This design comes from an exercise in tuning for small area on the open sky130 flow, not from production work.
In this exercise RTL edits were held to simulation tests only and were not proved equivalent to the original.
Power is estimated from default activity; no workload was simulated.

<file path="flow/run.sh">
#!/bin/bash
# synth_recipe.tcl (not shown) runs the flow's synth.tcl, then flattens the netlist and writes it again
# the make line also repeats each setting of config.mk as NAME=value (left out here)
make -C /OpenROAD-flow-scripts/flow DESIGN_CONFIG=/design/flow/config.mk WORK_HOME=/design/flow/orfs CLKGATE_MAP_FILE= SYNTH_SCRIPT=/design/flow/synth_recipe.tcl finish
</file>
<file path="flow/config.mk">
export PLATFORM = sky130hd
export DESIGN_NAME = rtc_mmio
export DESIGN_NICKNAME = rtc_mmio
export VERILOG_FILES = /design/flow/design.v
export SDC_FILE = /design/flow/constraint.sdc
export NUM_CORES = 4
export LEC_CHECK = 0
export CAP_MARGIN = 20
export CORE_MARGIN = 2
export CORE_UTILIZATION = 40
export SLEW_MARGIN = 20
</file>
<file path="flow/constraint.sdc">
create_clock -name core_clock -period 12.0 [get_ports {clk}]
set_input_delay 2.4000 -clock core_clock [delete_from_list [all_inputs] [get_ports {clk}]]
set_output_delay 2.4000 -clock core_clock [all_outputs]
set_load 0.01 [all_outputs]
</file>
<file path="flow/design.v">
`timescale 1ns/1ps
module rtc_mmio #(
    parameter [31:0] BASE_ADDR      = 32'h8100_9000,
    parameter [31:0] CLK_FREQ       = 32'd100_000_000,       
    parameter [31:0] DEFAULT_YEAR   = 32'h2026_01_01,
    parameter [31:0] DEFAULT_TIME   = 32'h00__00__00,
    parameter [31:0] EXT_CLK_FREQ   = 32'd32768              
)(
    input  wire        clk,
    input  wire        ext_clk,                              
    input  wire        use_ext_clk,                          
    input  wire        resetn,
    input  wire        mem_valid,
    input  wire        mem_instr,
    output reg         mem_ready,
    input  wire [31:0] mem_addr,
    /*verilator lint_off UNUSEDSIGNAL*/
    input  wire [31:0] mem_wdata,
    /*verilator lint_on UNUSEDSIGNAL*/
    input  wire [3:0]  mem_wstrb,
    output reg  [31:0] mem_rdata,
    output reg         irq,
    input  wire        eoi
);
    localparam [31:0] RW_REG_CTRL       = BASE_ADDR + 32'h00;
    localparam [31:0] RW_REG_DATE       = BASE_ADDR + 32'h04;   
    localparam [31:0] RW_REG_TIME       = BASE_ADDR + 32'h08;   
    localparam [31:0] RW_REG_ALARM_DATE = BASE_ADDR + 32'h0C;   
    localparam [31:0] RW_REG_ALARM_TIME = BASE_ADDR + 32'h10;   
    localparam [31:0] RO_REG_CUR_DATE   = BASE_ADDR + 32'h14;   
    localparam [31:0] RO_REG_CUR_TIME   = BASE_ADDR + 32'h18;   
    localparam [31:0] RW_REG_INT_MASK   = BASE_ADDR + 32'h1C;   
    localparam [31:0] RW_REG_EXT_FREQ   = BASE_ADDR + 32'h20;   
    localparam [31:0] RO_REG_IS_LEAPY   = BASE_ADDR + 32'h24;   
    localparam [31:0] RO_REG_MONTH_DAYS = BASE_ADDR + 32'h28;   
    reg [31:0] ctrl_reg;
    reg [31:0] date_reg;
    reg [31:0] time_reg;
    reg [31:0] alarm_date_reg;
    reg [31:0] alarm_time_reg;
    reg [31:0] int_mask_reg;
    reg [31:0] ext_freq_reg;
    reg [31:0] cur_date;
    reg [31:0] cur_time;
    reg [31:0] clk_divider;
    reg        tick_1hz;
    wire ctrl_enable     = ctrl_reg[0];
    wire ctrl_alarm_en   = ctrl_reg[1];
    wire ctrl_date_valid = ctrl_reg[3];
    wire int_mask_second = int_mask_reg[0];  
    wire int_mask_minute = int_mask_reg[1];  
    wire int_mask_hour   = int_mask_reg[2];  
    wire int_mask_alarm  = int_mask_reg[3];  
    reg second_irq, minute_irq, hour_irq, alarm_irq;
    reg second_tick, minute_tick, hour_tick, alarm_match;
    reg [2:0] ext_sync;
    wire ext_rise = ext_sync[1] & ~ext_sync[2];
    wire rtc_en = use_ext_clk ? ext_rise : 1'b1;
    wire [31:0] wmask = { {8{mem_wstrb[3]}}, {8{mem_wstrb[2]}}, {8{mem_wstrb[1]}}, {8{mem_wstrb[0]}} };
    wire [31:0] wdata = mem_wdata & wmask;
    wire [31:0] actual_ext_freq = (ext_freq_reg > 0) ? ext_freq_reg : EXT_CLK_FREQ;
    wire [31:0] target_freq = use_ext_clk ? actual_ext_freq : CLK_FREQ;
    wire [31:0] divider_value = (target_freq > 0) ? target_freq - 1 : 0;
    wire [15:0] year_bin = cur_date[31:28] * 16'd1000 + cur_date[27:24] * 16'd100 + cur_date[23:20] * 16'd10 + {12'b0, cur_date[19:16]};
    wire is_leap_year = ((year_bin % 4 == 0) && (year_bin % 100 != 0)) || (year_bin % 400 == 0);
    wire [7:0] current_month_days;                
    function [7:0] get_month_days;
        input [7:0] bcd_month;
        input is_leap;
        reg [7:0] decimal_month;
        reg [7:0] result;
        begin
            decimal_month = (bcd_month[7:4] * 8'd10) + {4'b0, bcd_month[3:0]};
            case (decimal_month)
                8'd1, 8'd3, 8'd5, 8'd7, 8'd8, 8'd10, 8'd12:
                    result = 8'h31;
                8'd4, 8'd6, 8'd9, 8'd11:
                    result = 8'h30;
                8'd2: begin
                    if (is_leap)
                        result = 8'h29;
                    else
                        result = 8'h28;
                end
                default: result = 8'h31;
            endcase
            get_month_days = result;
        end
    endfunction
    assign current_month_days = get_month_days(cur_date[15:8], is_leap_year);
    always @(posedge clk) begin: EXT_SYNC_FF
        if (!resetn) begin
            ext_sync <= 3'b0;
        end else begin
            ext_sync <= {ext_sync[1:0], ext_clk};
        end
    end
    always @(posedge clk) begin: GEN_1Hz_TICK
        if (!resetn) begin
            clk_divider <= 0;
            tick_1hz <= 0;
        end else begin
            if (ctrl_enable && target_freq > 0) begin
                if (!rtc_en) begin
                    tick_1hz <= 0;
                end else if (clk_divider >= divider_value) begin
                    clk_divider <= 0;
                    tick_1hz <= 1;
                end else begin
                    clk_divider <= clk_divider + 1;
                    tick_1hz <= 0;
                end
            end else begin
                clk_divider <= 0;
                tick_1hz <= 0;
            end
        end
    end
    wire load_time = mem_valid && (!mem_instr) && mem_wstrb != 0 && mem_addr == RW_REG_CTRL && wdata[3];
    always @(posedge clk) begin: RTC_TIMER
        reg [7:0] day_temp, month_temp;
        reg [15:0] year_temp;
        reg [7:0] month_days_temp;
        if (!resetn) begin
            cur_date <= DEFAULT_YEAR;
            cur_time <= DEFAULT_TIME;
            second_tick <= 0;
            minute_tick <= 0;
            hour_tick <= 0;
            alarm_match <= 0;
        end else begin
            second_tick <= 0;
            minute_tick <= 0;
            hour_tick <= 0;
            alarm_match <= 0;
            if (load_time) begin
                cur_date <= date_reg;
                cur_time <= time_reg;
            end else if (ctrl_enable && tick_1hz) begin
                second_tick <= 1;
                if (cur_time[7:0] < 8'h59) begin: SECOND
                    if (cur_time[3:0] < 4'h9) begin
                        cur_time[3:0] <= cur_time[3:0] + 1;
                    end else begin
                        cur_time[3:0] <= 0;
                        cur_time[7:4] <= cur_time[7:4] + 1;
                    end
                end else begin
                    cur_time[7:0] <= 0;
                    minute_tick <= 1;
                    if (cur_time[15:8] < 8'h59) begin: MINUTE
                        if (cur_time[11:8] < 4'h9) begin
                            cur_time[11:8] <= cur_time[11:8] + 1;
                        end else begin
                            cur_time[11:8] <= 0;
                            cur_time[15:12] <= cur_time[15:12] + 1;
                        end
                    end else begin
                        cur_time[15:8] <= 0;
                        hour_tick <= 1;
                        if (cur_time[23:16] < 8'h23) begin: HOUR
                            if (cur_time[19:16] < 4'h9) begin
                                cur_time[19:16] <= cur_time[19:16] + 1;
                            end else begin
                                cur_time[19:16] <= 0;
                                cur_time[23:20] <= cur_time[23:20] + 1;
                            end
                        end else begin: YYYYMMDD
                            cur_time[23:16] <= 0;
                            day_temp = cur_date[7:0];
                            month_temp = cur_date[15:8];
                            year_temp = cur_date[31:16];
                            month_days_temp = get_month_days(month_temp, is_leap_year);
                            if (day_temp < month_days_temp) begin: DD
                                if (day_temp[3:0] < 4'h9) begin
                                    day_temp[3:0] = day_temp[3:0] + 1;
                                end else begin
                                    day_temp[3:0] = 0;
                                    day_temp[7:4] = day_temp[7:4] + 1;
                                end
                            end else begin: MM
                                day_temp = 8'h01;
                                if (month_temp < 8'h12) begin
                                    if (month_temp[3:0] < 4'h9) begin
                                        month_temp[3:0] = month_temp[3:0] + 1;
                                    end else begin
                                        month_temp[3:0] = 0;
                                        month_temp[7:4] = month_temp[7:4] + 1;
                                    end
                                end else begin: YYYY
                                    month_temp = 8'h01;
                                    if (year_temp[3:0] < 4'h9) begin
                                        year_temp[3:0] = year_temp[3:0] + 1;
                                    end else begin
                                        year_temp[3:0] = 0;
                                        if (year_temp[7:4] < 4'h9) begin
                                            year_temp[7:4] = year_temp[7:4] + 1;
                                        end else begin
                                            year_temp[7:4] = 0;
                                            if (year_temp[11:8] < 4'h9) begin
                                                year_temp[11:8] = year_temp[11:8] + 1;
                                            end else begin
                                                year_temp[11:8] = 0;
                                                if (year_temp[15:12] < 4'h9) begin
                                                    year_temp[15:12] = year_temp[15:12] + 1;
                                                end else begin
                                                    year_temp[15:12] = 0;
                                                end
                                            end
                                        end
                                    end
                                end
                            end
                            cur_date <= {year_temp, month_temp, day_temp};
                        end
                    end
                end
                if (ctrl_alarm_en && (cur_date == alarm_date_reg) && (cur_time == alarm_time_reg)) begin
                    alarm_match <= 1;
                end
            end
        end
    end
    always @(posedge clk) begin
        if (!resetn || eoi) begin
            irq <= 0;
            second_irq <= 0;
            minute_irq <= 0;
            hour_irq <= 0;
            alarm_irq <= 0;
        end else begin
            if (second_tick && !int_mask_second) second_irq <= 1;
            if (minute_tick && !int_mask_minute) minute_irq <= 1;
            if (hour_tick && !int_mask_hour) hour_irq <= 1;
            if (alarm_match && !int_mask_alarm) alarm_irq <= 1;
            irq <= second_irq || minute_irq || hour_irq || alarm_irq;
        end
    end
    always @(posedge clk) begin
        if (!resetn) begin
            mem_ready <= 0;
        end else mem_ready <= mem_valid && !mem_instr;
    end
    always @(posedge clk) begin: MMIO_READ
        if (!resetn) begin
            mem_rdata <= 0;
        end else begin
            if (mem_valid && (!mem_instr) && mem_wstrb == 0) begin
                case (mem_addr)
                    RW_REG_CTRL:        mem_rdata <= ctrl_reg;
                    RW_REG_DATE:        mem_rdata <= date_reg;
                    RW_REG_TIME:        mem_rdata <= time_reg;
                    RW_REG_ALARM_DATE:  mem_rdata <= alarm_date_reg;
                    RW_REG_ALARM_TIME:  mem_rdata <= alarm_time_reg;
                    RO_REG_CUR_DATE:    mem_rdata <= cur_date;
                    RO_REG_CUR_TIME:    mem_rdata <= cur_time;
                    RW_REG_INT_MASK:    mem_rdata <= int_mask_reg;
                    RW_REG_EXT_FREQ:    mem_rdata <= ext_freq_reg;
                    RO_REG_IS_LEAPY:    mem_rdata <= {31'b0, is_leap_year};
                    RO_REG_MONTH_DAYS:  mem_rdata <= {24'b0, current_month_days};
                    default:            mem_rdata <= 32'h0;
                endcase
            end else begin
                mem_rdata <= 0;
            end
        end
    end
    integer j;
    always @(posedge clk) begin: MMIO_WRITE
        if (!resetn) begin
            ctrl_reg <= 0;
            date_reg <= DEFAULT_YEAR;
            time_reg <= DEFAULT_TIME;
            alarm_date_reg <= DEFAULT_YEAR;
            alarm_time_reg <= DEFAULT_TIME;
            int_mask_reg <= 32'hF;
            ext_freq_reg <= EXT_CLK_FREQ;
        end else begin
            if (mem_valid && (!mem_instr) && mem_wstrb != 0) begin
                case(mem_addr)
                    RW_REG_CTRL:        ctrl_reg <= wdata;
                    RW_REG_DATE:        date_reg <= wdata;
                    RW_REG_TIME:        time_reg <= wdata;
                    RW_REG_ALARM_DATE:  alarm_date_reg <= wdata;
                    RW_REG_ALARM_TIME:  alarm_time_reg <= wdata;
                    RW_REG_INT_MASK:    int_mask_reg <= wdata;
                    RW_REG_EXT_FREQ:    ext_freq_reg <= (wdata > 0) ? wdata : EXT_CLK_FREQ;
                endcase
            end
        end
    end
endmodule
</file>
==> impl_metrics.yaml <==
worst_setup_path:
  critPathSlowestCell: "fa_1"
  crit_fanout: 21
  crit_path_start_kind: "register"
  slowest_delay_ns: 0.56
  worstSetupPathType: "reg -> reg"
  crit_top_cell: "ha_1"
  endpoint_kind: "register"
  worstPathRequired_ns: 12.40
  path_buf_inv: 2
  crit_family: "compound AO/OA/AOI/OAI gates"
  arrival_ns: 11.56
timing:
  max-slew-margin-rel_pct: 23.2
  report.final.slew_viol_count: 0
  setup_tns_ns: 0
  worst_hold_slack_ns: 0.448
  setup_viol: 0
  fmax_mhz: 89.6
  hold_viol: 0
  rsz0062_at_grt: "false"
  finalCriticalPeriod_ns: 11.17
  worst_slack_ns: 0.835
  period_share_pct: 93.0
  clock_skew_ns: 0.0206
  worst_pin_slew_ns: 1.15
placement:
  pre_cts_slack_ns: 0.621
  io_buffers: 108
  placed_cells: 3429
  hpwl_mm: 54.1
  gp_congestion: 0.916
synthesis:
  synthCells: 2763
  avgSynthCellArea_um2: 7.85
  synth_edf_count: 0
  synth_seq_cells: 366
  async_reset_ff_share_pct: 0
  synth.distinct_cells: 98
  synth_warnings: 1
  ys_seq_area_share_pct: 33.8
  netlist_area_mm2: 0.0217
  ys.flop_type: "dfxtp_1"
  syn-num-nets: 2981
floorplanning:
  die_y_um: 237
  num_rows: 85
  dieArea_mm2: 0.0561
  fp.coreArea_mm2: 0.0537
  ioPinCount: 109
  die_w_um: 237
  initial_core_util_pct: 40.4
layout:
  antennaDiodeCount: 0
  area_growth_syn_to_layout_pct: 13.7
  final_common_cell: "nor2_1"
  final_cell_mix: "565 x nor2_1, 365 x dfxtp_1, 290 x a21oi_1"
  stdcell_count: 3500
  final_nets: 2992
  fill_cells: 5233
  final_util_pct: 45.9
  drive_gt1_share_pct: 5.35
cts:
  clock_path_buffers: 3
  cts_made_buffers: 39
  clk_latency_ns: 0.56
  cts_tree: "built"
  cts_sinks: 366
  cts_setup_buffers: 0
  cts_root_buf: "clkbuf_16"
  clk_pin_slew_ns: 0.06
  cts-htree-levels: 2
drt:
  drc: 0
  firstDrtPassIters: 7
  vias: 21200
  wirelength_mm: 78.0
  vias_per_cell: 6.05
  wl_per_cell_um: 22.3
  drt_iter0_drc: 2309
  antenna_left: 0
pwr:
  p_sw_share_pct: 22.3
  p_leak_nw: 9.25
  pwr-share-seq_pct: 46.5
  pwr-share-clk_pct: 50.1
  internal_power_mw: 2.03
  p_switching_uw: 583
  p_per_area_mw_per_mm2: 106
  vdd_drop_max_uv: 106
  power_frac_comb_pct: 3.4
worst_hold_path:
  hold_class: "reg -> reg"
global_routing:
  grt_pass1_vias: 19800
  antenna_found_initial: 0
  grt_use_total_pct: 27.1
  grt_overflow: 0
  grt_max_degree: 158
  grt_pass1_wl_mm: 119
status:
  status: "finished clean"
job:
  drv_cap: 0
worst paths after layout:
path,start,to,slack (ns),cells past startpoint
hold / removal,ext_sync[1],ext_sync[2],0.45,2
setup / recovery,cur_date[31],cur_date[18],0.83,39
hold reg to reg,ext_sync[1],ext_sync[2],0.45,2
setup reg to reg,cur_date[31],cur_date[18],0.83,39
metal layers:
| layer | vias up | GRT usage, % | share of wire [%] |
|---|---|---|---|
| met2 | 1033 | 42.2 | 44 |
| li1 | 9902 | - | - |
| met4 | 0 | 10.1 | 3.6 |
| met1 | 10000 | 36.9 | 43 |
| met3 | 180 | 5.46 | 9.5 |
| met5 | - | 0 | 0 |
worst min-delay path, stage by stage, from the launching register on:
cell	delay [ns]
dfxtp_1	0.30
inv_1	0.06
nor2_1	0.04
cell usage after synthesis, types with 9 or more instances:
master | count | area [um2]
nor2_1 | 569 | 2140
dfxtp_1 | 366 | 7330
a21oi_1 | 290 | 1450
nand2_1 | 190 | 713
clkbuf_1 | 152 | 571
ha_1 | 124 | 1550
a22oi_1 | 114 | 856
inv_1 | 99 | 372
xnor2_1 | 92 | 806
o21ai_0 | 58 | 290
xor2_1 | 56 | 490
nand3_1 | 53 | 265
nand4_1 | 44 | 275
nor3_1 | 44 | 220
a222oi_1 | 33 | 330
nor4_1 | 31 | 194
o211ai_1 | 31 | 233
a41oi_1 | 29 | 254
nand2b_1 | 25 | 156
a211oi_1 | 24 | 180
a21o_1 | 19 | 143
fa_1 | 19 | 380
and2_1 | 17 | 106
nor2b_1 | 16 | 100
mux2i_1 | 15 | 150
and3_1 | 12 | 75.1
o31ai_1 | 12 | 90.1
o21ai_1 | 11 | 55.1
a31oi_1 | 10 | 62.6
buf_2 | 10 | 50.1
or3_1 | 10 | 62.6
a221oi_1 | 9 | 78.8
power groups by stage:
stage	logic, mW	clock network [mW]	registers, mW
finish	0.0875	1.31	1.22
global placement	0.0849	0	1.24
CTS	0.0860	1.32	1.22
floorplan	0.0384	0	1.24
global route	0.0923	1.37	1.21
detailed placement	0.0857	0	1.24
metrics by stage:
stage | total power [mW] | instance area [um2]
final | 2.61 | 24600
after global routing | 2.68 | 24600
after CTS | 2.62 | 24600
after detailed placement | 1.33 | 23200
after global placement | 1.33 | 23200
after floorplan | 1.28 | 21700
cells by family after synthesis:
| kind of cell | after synthesis | synth area share [%] |
|---|---|---|
| compound gates | 764 | 24.0 |
| fa+ha+maj | 143 | 8.91 |
| flops | 366 | 33.8 |
| xor+xnor | 148 | 5.98 |
| mux | 20 | 0.964 |
| buf+inv | 265 | 4.68 |
| simple gates | 1057 | 21.6 |
repair_timing:
item | 4_1_cts | 5_1_grt
resized for setup | 0 | 4
endpoints found under the setup margin | 0 | 30
hold buffers | 0 | 0
layout make-up:
class                   instances  area [um2]  area share, %
multi-input cells            2132       13400           54.4
flip-flops and latches        366        7330           29.7
repair buffers                135        1280           5.19
clock buffers                  58        1170           4.74
well taps                     696         871           3.53
inverters                     100         383           1.55
clock inverters                13         209          0.848

separate check: timing with driven ports:
No port has a modelled driver above. Below, the same layout with a new extraction and two added sets of constraints.
Step 1 (the two cells are an assumption about what drives the block):
set clk [get_ports {clk}]
set_driving_cell -lib_cell sky130_fd_sc_hd__clkbuf_16 $clk
set_driving_cell -lib_cell sky130_fd_sc_hd__buf_2 [delete_from_list [all_inputs] $clk]
Step 2 adds t to the input delays and takes it off the output delays; t is the mean of the earliest and latest rising clock arrival at the registers after step 1. Input paths then give back, and output paths get back, about the clock's delay inside the block.
a / b / c = no drivers / after step 1 / after step 2; a / b = the first two.
t (ns): 0.610
slack for setup (ns): 0.835 / 0.835 / 0.835
slew at the worst register clock pin (ns): 0.07 / 0.07
After both steps this run still meets setup and hold. The setup slack of this run moves by 0.000 ns with the drivers and by 0.000 ns with both steps.
